Background: an optimization exercise with open tools, aiming at small area. Do not read the settings as production practice.
Function was checked by simulation only, so behaviour that the tests miss may differ from the original.
Power and IR drop assume default switching activity.

===== design.v =====
module counter_peripheral (
    input  logic        clk,
    input  logic        rst_n,
    input  logic        awvalid,
    output logic        awready,
    input  logic [31:0] awaddr,
    input  logic        wvalid,
    output logic        wready,
    input  logic [31:0] wdata,
    input  logic [3:0]  wstrb,
    output logic        bvalid,
    input  logic        bready,
    output logic [1:0]  bresp,   
    input  logic        arvalid,
    output logic        arready,
    input  logic [31:0] araddr,
    output logic        rvalid,
    input  logic        rready,
    output logic [31:0] rdata,
    output logic [1:0]  rresp    
);
    logic [31:0] ctrl;
    logic [31:0] count;
    logic [31:0] init_val;
    logic        counting;
    logic        ctrl_prev;   
    typedef enum logic [1:0] {
        W_IDLE,
        W_WAIT_DATA,
        W_RESPONSE
    } write_state_t;
    write_state_t wr_state;
    logic [31:0] wr_addr_reg;
    typedef enum logic [1:0] {
        R_IDLE,
        R_RESPONSE
    } read_state_t;
    read_state_t rd_state;
    logic [31:0] rd_addr_reg;
    always_ff @(posedge clk or negedge rst_n) begin
        if (!rst_n) begin
            ctrl <= 32'd0;
            init_val <= 32'd0;
            wr_state <= W_IDLE;
            wr_addr_reg <= 32'd0;
            awready <= 1'b0;
            wready <= 1'b0;
            bvalid <= 1'b0;
            bresp <= 2'b00;
        end else begin
            case (wr_state)
                W_IDLE: begin
                    awready <= 1'b1;
                    wready <= 1'b1;
                    bvalid <= 1'b0;
                    if (awvalid && awready) begin
                        wr_addr_reg <= awaddr;
                        awready <= 1'b0;
                        if (wvalid && wready) begin
                            case (awaddr)
                                32'h00: ctrl <= wdata;
                                32'h08: init_val <= wdata;
                                default: ;
                            endcase
                            wr_state <= W_RESPONSE;
                            wready <= 1'b0;
                            bvalid <= 1'b1;
                            bresp <= 2'b00;  
                        end else begin
                            wr_state <= W_WAIT_DATA;
                        end
                    end else if (wvalid && wready) begin
                        wready <= 1'b0;
                        wr_state <= W_WAIT_DATA;  
                    end
                end
                W_WAIT_DATA: begin
                    if (wvalid && !wready) begin
                        wready <= 1'b1;
                        case (wr_addr_reg)
                            32'h00: ctrl <= wdata;
                            32'h08: init_val <= wdata;
                            default: ;
                        endcase
                        wr_state <= W_RESPONSE;
                        wready <= 1'b0;
                        bvalid <= 1'b1;
                        bresp <= 2'b00;
                    end else if (awvalid && !awready) begin
                        awready <= 1'b1;
                        wr_addr_reg <= awaddr;
                        case (awaddr)
                            32'h00: ctrl <= wdata;
                            32'h08: init_val <= wdata;
                            default: ;
                        endcase
                        wr_state <= W_RESPONSE;
                        awready <= 1'b0;
                        bvalid <= 1'b1;
                        bresp <= 2'b00;
                    end
                end
                W_RESPONSE: begin
                    if (bvalid && bready) begin
                        bvalid <= 1'b0;
                        wr_state <= W_IDLE;
                    end
                end
            endcase
        end
    end
    always_ff @(posedge clk or negedge rst_n) begin
        if (!rst_n) begin
            count <= 32'd0;
            counting <= 1'b0;
            ctrl_prev <= 1'b0;
        end else begin
            ctrl_prev <= ctrl[0];
            if (!ctrl_prev && ctrl[0]) begin
                count <= init_val;
                counting <= 1'b1;
            end else if (ctrl[0] && counting) begin
                count <= count + 1;
            end else if (!ctrl[0]) begin
                counting <= 1'b0;
            end
        end
    end
    always_ff @(posedge clk or negedge rst_n) begin
        if (!rst_n) begin
            rd_state <= R_IDLE;
            rd_addr_reg <= 32'd0;
            arready <= 1'b0;
            rvalid <= 1'b0;
            rdata <= 32'd0;
            rresp <= 2'b00;
        end else begin
            case (rd_state)
                R_IDLE: begin
                    arready <= 1'b1;
                    rvalid <= 1'b0;
                    if (arvalid && arready) begin
                        rd_addr_reg <= araddr;
                        arready <= 1'b0;
                        rvalid <= 1'b1;
                        rresp <= 2'b00;  
                        case (araddr)
                            32'h00: rdata <= ctrl;
                            32'h04: rdata <= count;
                            32'h08: rdata <= init_val;
                            default: begin
                                rdata <= 32'd0;
                                rresp <= 2'b10;  
                            end
                        endcase
                        rd_state <= R_RESPONSE;
                    end
                end
                R_RESPONSE: begin
                    if (rvalid && rready) begin
                        rvalid <= 1'b0;
                        rd_state <= R_IDLE;
                    end
                end
            endcase
        end
    end
endmodule

===== run.sh =====
#!/bin/bash
# synth_recipe.tcl (not shown) runs the flow's synth.tcl, then flattens the netlist and writes it again
# the make line also repeats each setting of config.mk as NAME=value (left out here)
make -C /OpenROAD-flow-scripts/flow DESIGN_CONFIG=/design/flow/config.mk WORK_HOME=/design/flow/orfs CLKGATE_MAP_FILE= SYNTH_SCRIPT=/design/flow/synth_recipe.tcl finish

===== config.mk =====
export PLATFORM = sky130hd
export DESIGN_NAME = counter_peripheral
export DESIGN_NICKNAME = counter_peripheral
export VERILOG_FILES = /design/flow/design.v
export SDC_FILE = /design/flow/constraint.sdc
export NUM_CORES = 4
export LEC_CHECK = 0
export CAP_MARGIN = 20
export CORE_MARGIN = 2
export CORE_UTILIZATION = 40
export SLEW_MARGIN = 20

===== constraint.sdc =====
create_clock -name core_clock -period 4.0 [get_ports {clk}]
set_input_delay 0.8000 -clock core_clock [delete_from_list [all_inputs] [get_ports {clk}]]
set_output_delay 0.8000 -clock core_clock [all_outputs]
set_load 0.01 [all_outputs]

==> summary.txt <==
==> final cells by class <==
cell class / count / area (sq um) / share of cell area [%]
Antenna cell: 1 / 2.50 / 0.0235
Sequential cell: 171 / 4280 / 40.1
Tap cell: 275 / 344 / 3.23
Inverter: 11 / 41.3 / 0.387
Clock inverter: 15 / 168 / 1.57
Multi-Input combinational cell: 522 / 3870 / 36.3
Timing Repair Buffer: 156 / 1530 / 14.3
Clock buffer: 17 / 425 / 3.99
==> per-stage QoR <==
step                      worst slack [ns]  instance area, sq um  power (mW)  instances  hold slack, ns
after floorplan                       1.58                  8410        1.86        752           0.349
after global placement               0.778                 10100        2.05       1135           0.460
after detailed placement             0.755                 10100        2.06       1135           0.469
after CTS                             1.21                 10700        3.73       1167           0.422
after global routing                  1.16                 10700        3.82       1167           0.449
final                                 1.22                 10700        3.68       1168           0.400
==> per-layer routing <==
| layer | GRT usage (%) | vias to the layer above | wire length, um |
|---|---|---|---|
| li1 | - | 2965 | - |
| met1 | 26.8 | 3008 | 9620 |
| met2 | 30.1 | 160 | 9140 |
| met3 | 3.98 | 18 | 1160 |
| met4 | 5.76 | 0 | 299 |
| met5 | 0 | - | 0 |
==> worst max path at each step <==
stage	slack, ns	endpoint	cells after the start	start
2_1_floorplan	1.58	ctrl[0]	5	awaddr[6]
4_1_cts	1.21	init_val[13]	6	awaddr[6]
5_1_grt	1.16	ctrl[1]	7	awaddr[0]
3_3_place_gp	0.78	ctrl[23]	6	awaddr[6]
6_report	1.22	init_val[13]	6	awaddr[6]
3_5_place_dp	0.75	init_val[17]	6	awaddr[11]
==> report_power, final <==
group          switching [mW]  total (mW)  internal [mW]
Sequential             0.0113        1.75           1.74
Combinational           0.137       0.264          0.127
Clock                   0.769        1.66          0.893
==> logic make-up (layout without fill, tap and decap cells) <==
group	count (synthesis)	in the layout	synth area share (%)
other	1	4	0.0446
multiplexers	135	135	20.2
AO/OA/AOI/OAI	138	138	9.77
adder cells (fa/ha/maj)	4	4	0.596
AND/OR/NAND/NOR	229	229	13.7
XOR/XNOR	13	13	1.36
flip-flops	171	171	50.9
buffers and inverters	59	199	3.41
==> cells in the final DEF (no fill, tap or decap), types with 11 or more instances in the layout <==
| master | n |
|---|---|
| nand4_1 | 17 |
| nand2_1 | 74 |
| dfrtp_1 | 171 |
| nor2_1 | 46 |
| clkbuf_16 | 17 |
| mux2_2 | 38 |
| a21oi_1 | 45 |
| xor2_1 | 11 |
| buf_4 | 15 |
| o21ai_0 | 53 |
| nor4_1 | 24 |
| clkdlybuf4s50_1 | 138 |
| mux2_4 | 60 |
| mux2i_1 | 37 |
| nand3_1 | 25 |
==> results.ini <==
[status]
outcome=complete, no violations

[pwr]
p_per_area_mw_per_mm2=345
ir_drop_uv=292
p_leak_nw=4.97

[floorplan]
die_w_um=149
dieArea_sq_mm=0.0222
pin_count=148
core_area_sq_mm=0.0208
rows=53
dieHeight_um=149
start_util_pct=40.3

[drt]
num_vias=6151
drt-pass1-iter-count=5
drt-wirelength-per-cell_um=17.3
detail_route.vias_per_cell=5.27
drt_iter0_markers=366
post-route-drc-count=0
detail-route-antenna-nets=0
routed_wl_um=20200

[worst_setup_path]
r2r_end=init_val[0]
cp.required_ns=4.31
path_cells=clkdlybuf4s50_1 > or4_4 > nor4_4 > a32oi_4 > buf_4 > mux2_4
worstSetupEndpointType=register
start_kind=input port
crit_family=simple AND/OR/NAND/NOR gates
slowest_stage=or4_4
criticalPathCategory=input port to register
reg2reg_depth=8
reg2reg_from=wr_state[1]
reg2reg_slack_ns=1.52
max_stage_delay_ns=0.55
path_max_fanout=32
critPathArrivalTime_ns=3.09
critPathBufInv=2

[clocking]
cts_resized=0
clk_transition_reported_paths_ns=0.07
numCtsBuffers=17
cts_tree=done
cts_hold_buf=0
post_cts_buffers=0
cts.root.buffer_cell=clkbuf_16
htree_levels=4
clock_sinks=171
clk-insertion-delay-late_ns=0.43
cts_max_path_buffers=2

[timing]
setup_viol=0
post-route-period-util_pct=69.5
finalHoldViolCount=0
min_period_ns=2.78
slew_headroom_pct=39.0
fin_worst_skew_ns=0.0110
rsz0062_at_grt=no
fmax_mhz=360
setup_tns_ns=0
worstMarginPinSlew_ns=0.906
drv_slew=0

[yosys]
yosys_warnings=1
syn_area_per_cell_sq_um=11.2
synth_top_area_share_pct=50.9
synth.most_common_cell=dfrtp_1
synth_seq_area_share_pct=50.9
synth-seq-cells=171
synthTopCellsByCount=dfrtp_1 (171), nand2_1 (74), mux2_4 (60)
synth_top_cell_by_area=dfrtp_1
synth_edf_count=0
synthArstFlopShare_pct=100
ys_types=53
syn_area_sq_mm=0.00840
syn-instance-count=750
synth_flop_cell=dfrtp_1
synthTopCellsByArea=dfrtp_1 (51%), mux2_4 (11%), mux2_2 (5.1%)

[finish]
fill_cells=1878
drive_above_1_share_pct=18.2
utilization_pct=51.2
area_growth_pct=26.9
layout.nets=990

[global_routing]
antenna_found_initial=1
grt_use_total_pct=19.2
overflow=0
grt_pass1_wl_um=33200
grt_pass1_vias=6249
grt_max_degree=76

[run]
max-cap-violations=0

[place]
portBuffers=140
dp_hpwl_um=14100
routabilityCongestion=0.798

[hold_path]
min_path_type=input port to asynchronous set/reset pin

## separate check: timing with driven ports
Ports are ideal in the flow. The routed layout listed here was re-timed in OpenROAD. Step 1, drivers: a clkbuf_16 drives clk and a buf_2 each remaining input, both assumed. Step 2 moves the port delays by t, midway between the first and last clock arrival at a register: inputs arrive t later, outputs are due t later. That takes back most of the time a late clock gives input paths. Slacks: ideal / step 1 / step 2; pairs: ideal / step 1.
shift t [ns]: 0.469
setup slack, ns: 1.220 / 1.245 / 0.776
slew at the worst register clock pin (ns): 0.07 / 0.07
After both steps this run still meets setup and hold. The setup slack of this run moves by +0.025 ns with the drivers and by -0.444 ns with both steps.
